Context: an optimization exercise on an open-source flow, tuned for small area. The choices shown serve that exercise and are no tape-out recipe. Power figures rest on the tool's default switching activity, not on a simulated workload.

==> trial 5: inputs <==
==> flow/design.v <==
`timescale 1ns / 1ps
module uart_rx #(
    parameter integer CLK_FREQ = 50_000_000,
    parameter integer BAUD_RATE = 115200,
    parameter integer OVERSAMPLING = 16,
    parameter integer RX_BUFFER_DEPTH = 32
) (
    input  logic        clk_50mhz,
    input  logic        rst_n,
    input  logic        rx_in,
    input  logic        fifo_read,
    output logic [7:0]  rx_data,
    output logic        rx_valid,
    output logic        eos_flag,
    output logic        buffer_full,
    output logic [7:0]  fifo_data,
    output logic        fifo_empty
);
    localparam logic [1:0] IDLE = 2'd0, START_BIT = 2'd1, DATA_BITS = 2'd2, STOP_BIT = 2'd3;
    logic [1:0] state;
    logic [8:0] cnt;
    logic       tick;
    logic       rx_in_d1, rx_in_d2;
    logic [8:0] sh;
    logic [7:0] rx_data_reg;
    logic       rx_valid_reg;
    logic       eos_flag_reg;
    assign tick = &cnt;
    always_ff @(posedge clk_50mhz or negedge rst_n) begin
        if (!rst_n) begin
            rx_in_d1 <= 1'b1;
            rx_in_d2 <= 1'b1;
        end else begin
            rx_in_d1 <= rx_in;
            rx_in_d2 <= rx_in_d1;
        end
    end
    always_ff @(posedge clk_50mhz or negedge rst_n) begin
        if (!rst_n) cnt <= 9'd511;
        else if (state == IDLE && !rx_in_d2) cnt <= 9'd511;
        else if (tick) cnt <= 9'd78;
        else cnt <= cnt + 9'd1;
    end
    always_ff @(posedge clk_50mhz or negedge rst_n) begin
        if (!rst_n) begin
            state        <= IDLE;
            rx_data_reg  <= 8'd0;
            rx_valid_reg <= 1'b0;
            eos_flag_reg <= 1'b0;
        end else begin
            rx_valid_reg <= 1'b0;
            case (state)
                IDLE: if (!rx_in_d2) state <= START_BIT;
                START_BIT: begin
                    eos_flag_reg <= 1'b0;
                    if (cnt == 9'd510) state <= rx_in_d2 ? IDLE : DATA_BITS;
                end
                DATA_BITS: if (tick && sh[0]) begin
                    state       <= STOP_BIT;
                    rx_data_reg <= sh[8:1];
                end
                STOP_BIT: if (tick) begin
                    state        <= IDLE;
                    rx_valid_reg <= 1'b1;
                    if (rx_data_reg == 8'h0D || rx_data_reg == 8'h0A) eos_flag_reg <= 1'b1;
                end
            endcase
        end
    end
    always_ff @(posedge clk_50mhz) begin
        if (state != DATA_BITS) sh <= 9'h100;
        else if (cnt == 9'd294) sh <= {rx_in_d2, sh[8:1]};
    end
    logic [255:0] ring;
    logic [4:0]   rp, wp;
    logic [5:0]   count;
    logic         pending;
    logic         buffer_full_reg;
    logic         wr, rd, ins;
    assign wr  = rx_valid_reg && !buffer_full_reg;
    assign rd  = fifo_read && (count != 6'd0);
    assign ins = pending && (wp == 5'd1);
    always_ff @(posedge clk_50mhz) begin
        ring <= {(ins ? rx_data_reg : ring[7:0]), ring[255:8]};
    end
    always_ff @(posedge clk_50mhz or negedge rst_n) begin
        if (!rst_n) begin
            rp              <= 5'd0;
            wp              <= 5'd0;
            count           <= 6'd0;
            pending         <= 1'b0;
            buffer_full_reg <= 1'b0;
        end else begin
            buffer_full_reg <= (count == 6'd32);
            if (eos_flag_reg) begin
                rp      <= 5'd0;
                wp      <= 5'd0;
                count   <= 6'd0;
                pending <= 1'b0;
            end else begin
                rp <= rd ? rp : rp - 5'd1;
                wp <= wr ? wp : wp - 5'd1;
                if (wr && !rd) count <= count + 6'd1;
                else if (!wr && rd) count <= count - 6'd1;
                if (wr) pending <= 1'b1;
                else if (ins) pending <= 1'b0;
            end
        end
    end
    logic [7:0]  ring_out;
    logic [31:0] rsel;
    always_comb begin
        rsel     = 32'd1 << rp;
        ring_out = 8'd0;
        for (int i = 0; i < 32; i++) ring_out = ring_out | (ring[i*8 +: 8] & {8{rsel[i]}});
    end
    assign rx_data     = rx_data_reg;
    assign rx_valid    = rx_valid_reg;
    assign eos_flag    = eos_flag_reg;
    assign buffer_full = buffer_full_reg;
    assign fifo_data   = (pending && count == 6'd1) ? rx_data_reg : ring_out;
    assign fifo_empty  = (count == 6'd0);
endmodule
`timescale 1ns / 1ps
module uart_tx #(
    parameter integer CLK_FREQ = 50_000_000,
    parameter integer BAUD_RATE = 115200
) (
    input  logic        clk_50mhz,
    input  logic        rst_n,
    input  logic        tx_start,
    input  logic [7:0]  tx_data,
    output logic        tx_out,
    output logic        tx_busy
);
    logic [8:0] cnt;
    logic       tick;
    assign tick = &cnt;
    always_ff @(posedge clk_50mhz or negedge rst_n) begin
        if (!rst_n) cnt <= 9'd511;
        else if (tick) cnt <= 9'd78;
        else cnt <= cnt + 9'd1;
    end
    logic [3:0] seq;
    logic [8:0] sh;      
    logic       busy_q;
    always_ff @(posedge clk_50mhz) begin
        if (!rst_n) begin
            seq    <= 4'd0;
            sh[0]  <= 1'b1;
            busy_q <= 1'b0;
        end else begin
            busy_q <= (seq != 4'd0);
            if (seq == 4'd0) begin
                sh  <= {tx_data, ~tx_start};
                seq <= tx_start ? 4'd5 : 4'd0;
            end else if (tick) begin
                sh  <= {1'b1, sh[8:1]};
                seq <= seq + 4'd1;
            end
        end
    end
    assign tx_out  = sh[0];
    assign tx_busy = busy_q;
endmodule
`timescale 1ns / 1ps
module pwm_gen #(
    parameter integer CLK_FREQ = 50_000_000,
    parameter integer REF_FREQ = 50_000
)(
    input  logic        clk,
    input  logic        rst_n,
    input  logic [1:0]  pow2,
    input  logic [1:0]  pow5,
    input  logic [6:0]  duty_cycle,
    output logic        pwm_out,
    output logic        cycle_done
);
    logic [2:0] c8;
    logic [2:0] k0, k1, k2;      
    logic       ce, u0, u9, mz;
    assign ce = (&c8) & k0[2] & ~k0[0] & k1[2] & k2[2];
    assign u0 = (c8 == 3'd0) & (k0 == 3'd0) & (k1 == 3'd0) & (k2 == 3'd0);
    assign u9 = c8[0] & k0[2] & ~k0[0];
    always_ff @(posedge clk or negedge rst_n) begin
        if (!rst_n) begin
            c8 <= 3'd7;
            k0 <= 3'd5;
            k1 <= 3'd4;
            k2 <= 3'd4;
        end else begin
            c8 <= c8 + 3'd1;
            k0 <= k0[2] ? 3'd0 : k0 + 3'd1;
            if (k0[2]) begin
                k1 <= k1[2] ? 3'd0 : k1 + 3'd1;
                if (k1[2]) k2 <= k2[2] ? 3'd0 : k2 + 3'd1;
            end
        end
    end
    logic [1:0] a2, a5;
    logic [6:0] d;           
    logic       first;       
    logic       asc;         
    assign mz = (a2 == 2'd3 || !c8[0]) && (a2[1] || !c8[1]) && (a2 != 2'd0 || !c8[2]) &&
                (a5 == 2'd3 || k0 == 3'd0) && (a5[1] || k1 == 3'd0) && (a5 != 2'd0 || k2 == 3'd0);
    logic [2:0] p;               
    logic [2:0] q0, q1, q2;      
    logic [2:0] pmask;
    logic       cp, cq0, cq1, last, mid;
    assign pmask = (a2 == 2'd0) ? 3'b000 : (a2 == 2'd1) ? 3'b001 : (a2 == 2'd2) ? 3'b011 : 3'b111;
    assign cp    = (p == pmask);
    assign cq0   = cp  & (a5 == 2'd0 || q0[2]);
    assign cq1   = cq0 & (!a5[1] || q1[2]);
    assign last  = cq1 & (a5 != 2'd3 || q2[2]);
    assign mid   = (p == ((a2 == 2'd0) ? 3'b000 : (a2 == 2'd1) ? 3'b001 : (a2 == 2'd2) ? 3'b010 : 3'b100)) &&
                   (a5 == 2'd0 || q0 == 3'd2) && (!a5[1] || q1 == 3'd2) && (a5 != 2'd3 || q2 == 3'd2);
    assign cycle_done = ce & last;
    logic [10:0] t;
    logic        t_up, t_en, two, t_le1, t_le0, t_lem2, t_lem3, neg_next;
    logic        u1;
    assign u1  = (c8 == 3'd1) & (k0 == 3'd0) & (k1 == 3'd0) & (k2 == 3'd0);
    assign two = asc | ~mid;
    assign t_up = first | asc | (mid & (a2 != 2'd0));
    assign t_en = first ? (mz && d == 7'd0) : (u0 | (u1 & two));
    assign t_le0  = t[10] | (t == 11'd0);
    assign t_le1  = t_le0 | (t == 11'd1);
    assign t_lem2 = t[10] & ~(&t);
    assign t_lem3 = t_lem2 & ~(t == 11'h7FE);
    assign neg_next = asc ? t_lem3 : mid ? ((a2 != 2'd0) ? t_lem2 : t_le0) : t_le1;
    logic [6:0] thr;
    always_comb begin
        unique case ({a2, a5})
            4'b00_00: thr = 7'd1;     
            4'b01_00: thr = 7'd1;     
            4'b10_00: thr = 7'd51;    
            4'b11_00: thr = 7'd76;    
            4'b00_01: thr = 7'd61;    
            4'b01_01: thr = 7'd81;    
            4'b10_01: thr = 7'd91;    
            4'b11_01: thr = 7'd96;    
            4'b00_10: thr = 7'd93;    
            4'b01_10: thr = 7'd97;    
            4'b10_10: thr = 7'd99;    
            4'b00_11: thr = 7'd99;    
            default:  thr = 7'd127;   
        endcase
    end
    always_ff @(posedge clk or negedge rst_n) begin
        if (!rst_n) begin
            a2      <= 2'd0;
            a5      <= 2'd0;
            d       <= 7'd0;
            first   <= 1'b1;
            asc     <= 1'b0;
            p       <= 3'd0;
            q0      <= 3'd0;
            q1      <= 3'd0;
            q2      <= 3'd0;
            pwm_out <= 1'b0;
        end else begin
            if (cycle_done) begin
                a2    <= pow2;
                a5    <= pow5;
                d     <= duty_cycle;
                first <= 1'b1;
                asc   <= 1'b0;
                p     <= 3'd0;
                q0    <= 3'd0;
                q1    <= 3'd0;
                q2    <= 3'd0;
            end else begin
                if (u9 && d != 7'd0) d <= d - 7'd1;
                if (ce) begin
                    first <= 1'b0;
                    p     <= cp ? 3'd0 : ((p + 3'd1) & pmask);
                    if (cp)  q0 <= (a5 == 2'd0 || q0[2]) ? 3'd0 : q0 + 3'd1;
                    if (cq0) q1 <= (!a5[1] || q1[2]) ? 3'd0 : q1 + 3'd1;
                    if (cq1) q2 <= (a5 != 2'd3 || q2[2]) ? 3'd0 : q2 + 3'd1;
                end
                if (ce && mid) asc <= 1'b1;
            end
            if (u0) pwm_out <= first ? (d >= thr) : neg_next;
        end
    end
    always_ff @(posedge clk) begin
        if (cycle_done) t <= -11'sd2;
        else if (t_en) t <= t_up ? t + 11'd1 : t - 11'd1;
    end
endmodule
`timescale 1ns / 1ps
module uart_pwm_top (
    input  logic        clk,
    input  logic        rst_n,
    input  logic        rx_in,
    input  logic        fifo_read,
    output logic [7:0]  rx_data,
    output logic        rx_valid,
    output logic        eos_flag,
    output logic        buffer_full,
    output logic [7:0]  fifo_data,
    output logic        fifo_empty,
    input  logic        tx_start,
    input  logic [7:0]  tx_data,
    output logic        tx_out,
    output logic        tx_busy,
    input  logic [1:0]  pow2,
    input  logic [1:0]  pow5,
    input  logic [6:0]  duty_cycle,
    output logic        pwm_out,
    output logic        cycle_done
);
    uart_rx u_rx (
        .clk_50mhz   (clk),
        .rst_n       (rst_n),
        .rx_in       (rx_in),
        .fifo_read   (fifo_read),
        .rx_data     (rx_data),
        .rx_valid    (rx_valid),
        .eos_flag    (eos_flag),
        .buffer_full (buffer_full),
        .fifo_data   (fifo_data),
        .fifo_empty  (fifo_empty)
    );
    uart_tx u_tx (
        .clk_50mhz (clk),
        .rst_n     (rst_n),
        .tx_start  (tx_start),
        .tx_data   (tx_data),
        .tx_out    (tx_out),
        .tx_busy   (tx_busy)
    );
    pwm_gen u_pwm (
        .clk        (clk),
        .rst_n      (rst_n),
        .pow2       (pow2),
        .pow5       (pow5),
        .duty_cycle (duty_cycle),
        .pwm_out    (pwm_out),
        .cycle_done (cycle_done)
    );
endmodule
==> flow/flow/run.sh <==
#!/bin/bash
# The standard layout (standard.sh) with three changes:
#  * synthesis maps the logic with an area-oriented ABC script (flow/abc.script)
#    in place of ORFS's abc_speed.script; the scripts folder is otherwise
#    ORFS's own, copied here unchanged;
#  * port buffers use the smallest buffer;
#  * clock tree synthesis uses clkbuf_8 and inserts no dummy loads.
set -euo pipefail
rm -rf orfs_scripts
cp -r "$FLOW_HOME/scripts" orfs_scripts
cp flow/abc.script orfs_scripts/abc_speed.script
bash standard.sh \
  "SCRIPTS_DIR=$PWD/orfs_scripts" \
  'BUFFER_PORTS_ARGS=-buffer_cell sky130_fd_sc_hd__buf_1' \
  'CTS_ARGS=-sink_clustering_enable -repair_clock_nets -dont_use_dummy_load -buf_list sky130_fd_sc_hd__clkbuf_8 -sink_clustering_size 16' \
  finish > flow_make.log 2>&1
==> flow/flow/abc.script <==
strash
&get -n
&st
&syn2
&dch -f
&nf -a -R 1000
&put
mfs2
strash
&get -n
&st
&dch -f
&nf -a -R 1000
&put
==> flow/standard.sh <==
#!/bin/bash
# synth_recipe.tcl (not shown) runs the flow's synth.tcl, then flattens the netlist and writes it again
# the make line also repeats each setting of config.mk as NAME=value (left out here)
make -C /OpenROAD-flow-scripts/flow DESIGN_CONFIG=/design/flow/config.mk WORK_HOME=/design/flow/orfs CLKGATE_MAP_FILE= SYNTH_SCRIPT=/design/flow/synth_recipe.tcl "${@:-finish}"
==> flow/config.mk <==
export PLATFORM = sky130hd
export DESIGN_NAME = uart_pwm_top
export DESIGN_NICKNAME = uart_pwm_top
export VERILOG_FILES = /design/flow/design.v
export SDC_FILE = /design/flow/constraint.sdc
export NUM_CORES = 4
export LEC_CHECK = 0
export CAP_MARGIN = 20
export CORE_MARGIN = 2
export CORE_UTILIZATION = 70
export SLEW_MARGIN = 20
==> flow/constraint.sdc <==
create_clock -name core_clock -period 20.0 [get_ports {clk}]
set_input_delay 4.0000 -clock core_clock [delete_from_list [all_inputs] [get_ports {clk}]]
set_output_delay 4.0000 -clock core_clock [all_outputs]
set_load 0.01 [all_outputs]
==> build 83 (differences from trial 5) <==
--- a/flow/flow/run.sh
+++ b/flow/flow/run.sh
@@ -13,4 +13,4 @@
   "SCRIPTS_DIR=$PWD/orfs_scripts" \
   'BUFFER_PORTS_ARGS=-buffer_cell sky130_fd_sc_hd__buf_1' \
-  'CTS_ARGS=-sink_clustering_enable -repair_clock_nets -dont_use_dummy_load -buf_list sky130_fd_sc_hd__clkbuf_8 -sink_clustering_size 16' \
+  'CTS_ARGS=-sink_clustering_enable -repair_clock_nets -dont_use_dummy_load -buf_list sky130_fd_sc_hd__clkbuf_8' \
   finish > flow_make.log 2>&1
==> summary of the runs <==
Against trial 5, the fmax of build 83 is smaller by 0.33%.
In total power, build 83 and trial 5 hardly differ.
In build 83 the worst hold slack is worse than in trial 5, by 0.0042 ns.
Clock-buffer cell count is the same in trial 5 and build 83.
Function was not checked in any run of this note: the RTL went through the layout flow alone.

-- static timing again, ports no longer ideal --
How much do the figures lean on ideal ports? The routed layouts below were timed once more, with nothing changed but the port constraints. Step 1, drivers: a clkbuf_16 drives clk and a buf_2 each remaining input, both assumed. Step 2 adds t to the input delays and takes it off the output delays; t is the mean of the earliest and latest rising clock arrival at the registers after step 1. Input paths then give back, and output paths get back, about the clock's delay inside the block. Slacks: ideal ports / drivers / drivers and shift; pairs: ideal ports / drivers.
| run | shift t [ns] | setup WS [ns] | hold slack, ns |
|---|---|---|---|
| trial 5 | 0.600 | 12.556 / 12.514 / 13.114 | 0.293 / 0.293 / 0.293 |
| build 83 | 0.598 | 12.531 / 12.489 / 13.087 | 0.289 / 0.289 / 0.289 |
After both steps setup and hold are still met in every run listed.
